This design comes from an exercise in tuning for small area on the open sky130 flow, not from production work. Function was checked by simulation only, so behaviour that the tests miss may differ from the original. The clock port is modelled as an ideal driver, which makes a skipped or thinned clock tree look cheaper than it is; a real chip needs a root buffer or a tree. No activity file was given, so power comes from the tool's default toggle rates.

branch zinc:
// main
module main(
	input SYSTEM_CLOCK,
	input RESET,
	input SPI_MISO,
	output SPI_MOSI,
	output SPI_SCK,
	output DAC_CS,
	output DAC_CLR,
	output [7:0]LEDS
);
wire tick;
seconds_clock counter(
	.SYSTEM_CLOCK(SYSTEM_CLOCK),
	.RESET(RESET),
	.SECONDS_TICK(tick)
);
dac_adapter send(
	.CLOCK(SYSTEM_CLOCK),
	.CE(tick),
	.RESET(RESET),
	.SPI_MISO(SPI_MISO),
	.SPI_SCK(SPI_SCK),
	.SPI_MOSI(SPI_MOSI),
	.DAC_CS(DAC_CS),
	.DAC_CLR(DAC_CLR),
	.CHECK(LEDS)
);
endmodule
clock: 10.0 ns
lec_check: 0
abc_area: 1
cap_margin: 20
core_area: 5 5 85 85
die_area: 0 0 90 90
slew_margin: 20
standard.sh (not shown) runs the stock make flow with config.mk's settings and CLKGATE_MAP_FILE= SYNTH_SCRIPT=/design/flow/synth_recipe.tcl, a recipe that flattens the netlist after the stock synthesis.
==> flow/flow/run.sh <==
#!/bin/bash
# Own layout flow: the standard synthesis, then an area re-mapping of its
# combinational logic (flip-flops untouched), then the standard layout
# with smaller port buffers and a one-level clock tree of its own (cts.tcl).
set -euo pipefail
W=$(pwd)
F=$W/flow
R=$W/orfs/results/$FLOW_PLATFORM/main/base
LIB=$FLOW_HOME/platforms/$FLOW_PLATFORM/lib/sky130_fd_sc_hd__tt_025C_1v80.lib

bash standard.sh synth > $W/log_synth.txt 2>&1

cp $R/1_2_yosys.v $W/std_synth.v
DU=$(sed -n '/^export DONT_USE_CELLS += /,/^#/p' $FLOW_HOME/platforms/$FLOW_PLATFORM/config.mk | tr -d '\\' | grep -o 'sky130_fd_sc_hd__[a-z0-9_]*' | sed 's/^/-dont_use /' | tr '\n' ' ')
# try a few ABC scripts and keep the smallest result
best=""; bestarea=""
for S in area area2 area3; do
  sed -e "s#LIBFILE#$LIB#g" -e "s#IN_NETLIST#$W/std_synth.v#" -e "s#OUT_NETLIST#$W/remap_$S.v#" \
      -e "s#LOGDIR/remap_after#$W/remap_after_$S#" -e "s#LOGDIR#$W#g" -e "s#ABCSCRIPT#$F/$S.abc#" -e "s#DONTUSE#$DU#" $F/remap.ys > $W/remap_$S.ys
  if yosys -s $W/remap_$S.ys > $W/log_remap_$S.txt 2>&1; then
    a=$(grep "Chip area for module '.main'" $W/remap_after_$S.txt | awk '{print $NF}')
    echo "$S $a" >> $W/remap_choice.txt
    if [[ -z "$bestarea" ]] || awk "BEGIN{exit !($a < $bestarea)}"; then best=$S; bestarea=$a; fi
  fi
done
echo "chosen $best $bestarea" >> $W/remap_choice.txt
cp $W/remap_$best.v $W/remap.v
cp $W/remap.v $R/1_2_yosys.v

export BUFFER_PORTS_ARGS="-buffer_cell sky130_fd_sc_hd__buf_1"
bash standard.sh place > $W/log_place.txt 2>&1
RESULTS=$R FLOWDIR=$F LEAF_CELL=sky130_fd_sc_hd__clkbuf_4 LEAF_COUNT=4 \
  openroad -no_init -exit $F/cts.tcl > $W/log_cts.txt 2>&1
bash standard.sh finish > $W/log_layout.txt 2>&1
==> flow/flow/cts.tcl <==
# Clock tree in place of ORFS's CTS step: the clock port drives a few leaf
# buffers directly, each driving the clock pins of one group of flip-flops.
# Reads 3_place.odb, writes 4_1_cts.odb and 4_cts.sdc for the rest of the flow.
set P $::env(FLOW_HOME)/platforms/$::env(FLOW_PLATFORM)
set R $::env(RESULTS)
read_lef $P/lef/sky130_fd_sc_hd.tlef
read_lef $P/lef/sky130_fd_sc_hd_merged.lef
read_liberty $P/lib/sky130_fd_sc_hd__tt_025C_1v80.lib
read_db $R/3_place.odb
read_sdc $R/3_place.sdc
source $P/setRC.tcl
source $::env(FLOWDIR)/leafclk.tcl
leaf_clock_buffers $::env(LEAF_CELL) $::env(LEAF_COUNT)
set_propagated_clock [all_clocks]
detailed_placement
check_placement -verbose
estimate_parasitics -placement
report_clock_skew
report_worst_slack -max
report_worst_slack -min
repair_timing -hold
detailed_placement
check_placement -verbose
foreach p [get_pins -of_objects [get_nets clknet_leaf_*_SYSTEM_CLOCK]] { report_slews $p }
write_db $R/4_1_cts.odb
write_sdc -no_timestamp $R/4_cts.sdc
Other scripts of this flow, unchanged in this note and not shown: flow/flow/area.abc, flow/flow/area2.abc, flow/flow/area3.abc, flow/flow/leafclk.tcl, flow/flow/remap.ys
branch zinc ran to completion and came out clean on the timing, DRC and antenna checks.
[inputs] branch ember vs branch zinc
-- flow/flow/run.sh --
<<< branch zinc, line 32
RESULTS=$R FLOWDIR=$F LEAF_CELL=sky130_fd_sc_hd__clkbuf_4 LEAF_COUNT=4 \
>>> branch ember, line 32
RESULTS=$R FLOWDIR=$F LEAF_CELL=sky130_fd_sc_hd__clkbuf_4 LEAF_COUNT=3 \
==> comparison <==
Relative to branch zinc, number of global-route vias before repair has gone down in branch ember. On internal power consumption, branch ember does better than branch zinc. Comparing branch zinc with branch ember, the proportion of power drawn by combinational gates came out essentially unchanged. The clock skew on branch ember is in line with that on branch zinc. Summary of branch ember over branch zinc: fmax went down by 3.3 MHz; cell count decreased about 0.4%; cell area after synthesis closely matched the old numbers. Diff branch zinc..branch ember | instance count of the mapped netlist | unchanged. [compare] base=branch zinc new=branch ember: largest stage delay on the critical path +20 ps, worst hold margin +6.3 ps, aggregate routed wire length -about 1.4%.
No run of this note takes its clock network from TritonCTS; it comes from the design's own scripts or RTL.

## separate check: timing with driven ports
In the flow no input, the clock included, has a driving cell. The finished layouts below were timed again as built, in two steps.
Step 1 (the two cells are an assumption about what drives the block):
set clk [get_ports {SYSTEM_CLOCK}]
set_driving_cell -lib_cell sky130_fd_sc_hd__clkbuf_16 $clk
set_driving_cell -lib_cell sky130_fd_sc_hd__buf_2 [delete_from_list [all_inputs] $clk]
Step 2 times the ports against the registers' clock, not the clock port: input delays grow and output delays shrink by t, the midpoint of the rising clock arrivals with the driver on.
a / b / c = ideal / step 1 / step 2; a / b = the first two.
| run | t, ns | slack for setup (ns) | cell pins on the clock port's net |
|---|---|---|---|
| branch zinc | 0.191 | 5.784 / 5.743 / 5.898 | 4 |
| branch ember | 0.202 | 5.725 / 5.688 / 5.850 | 3 |
After both steps setup and hold are still met in every run listed.
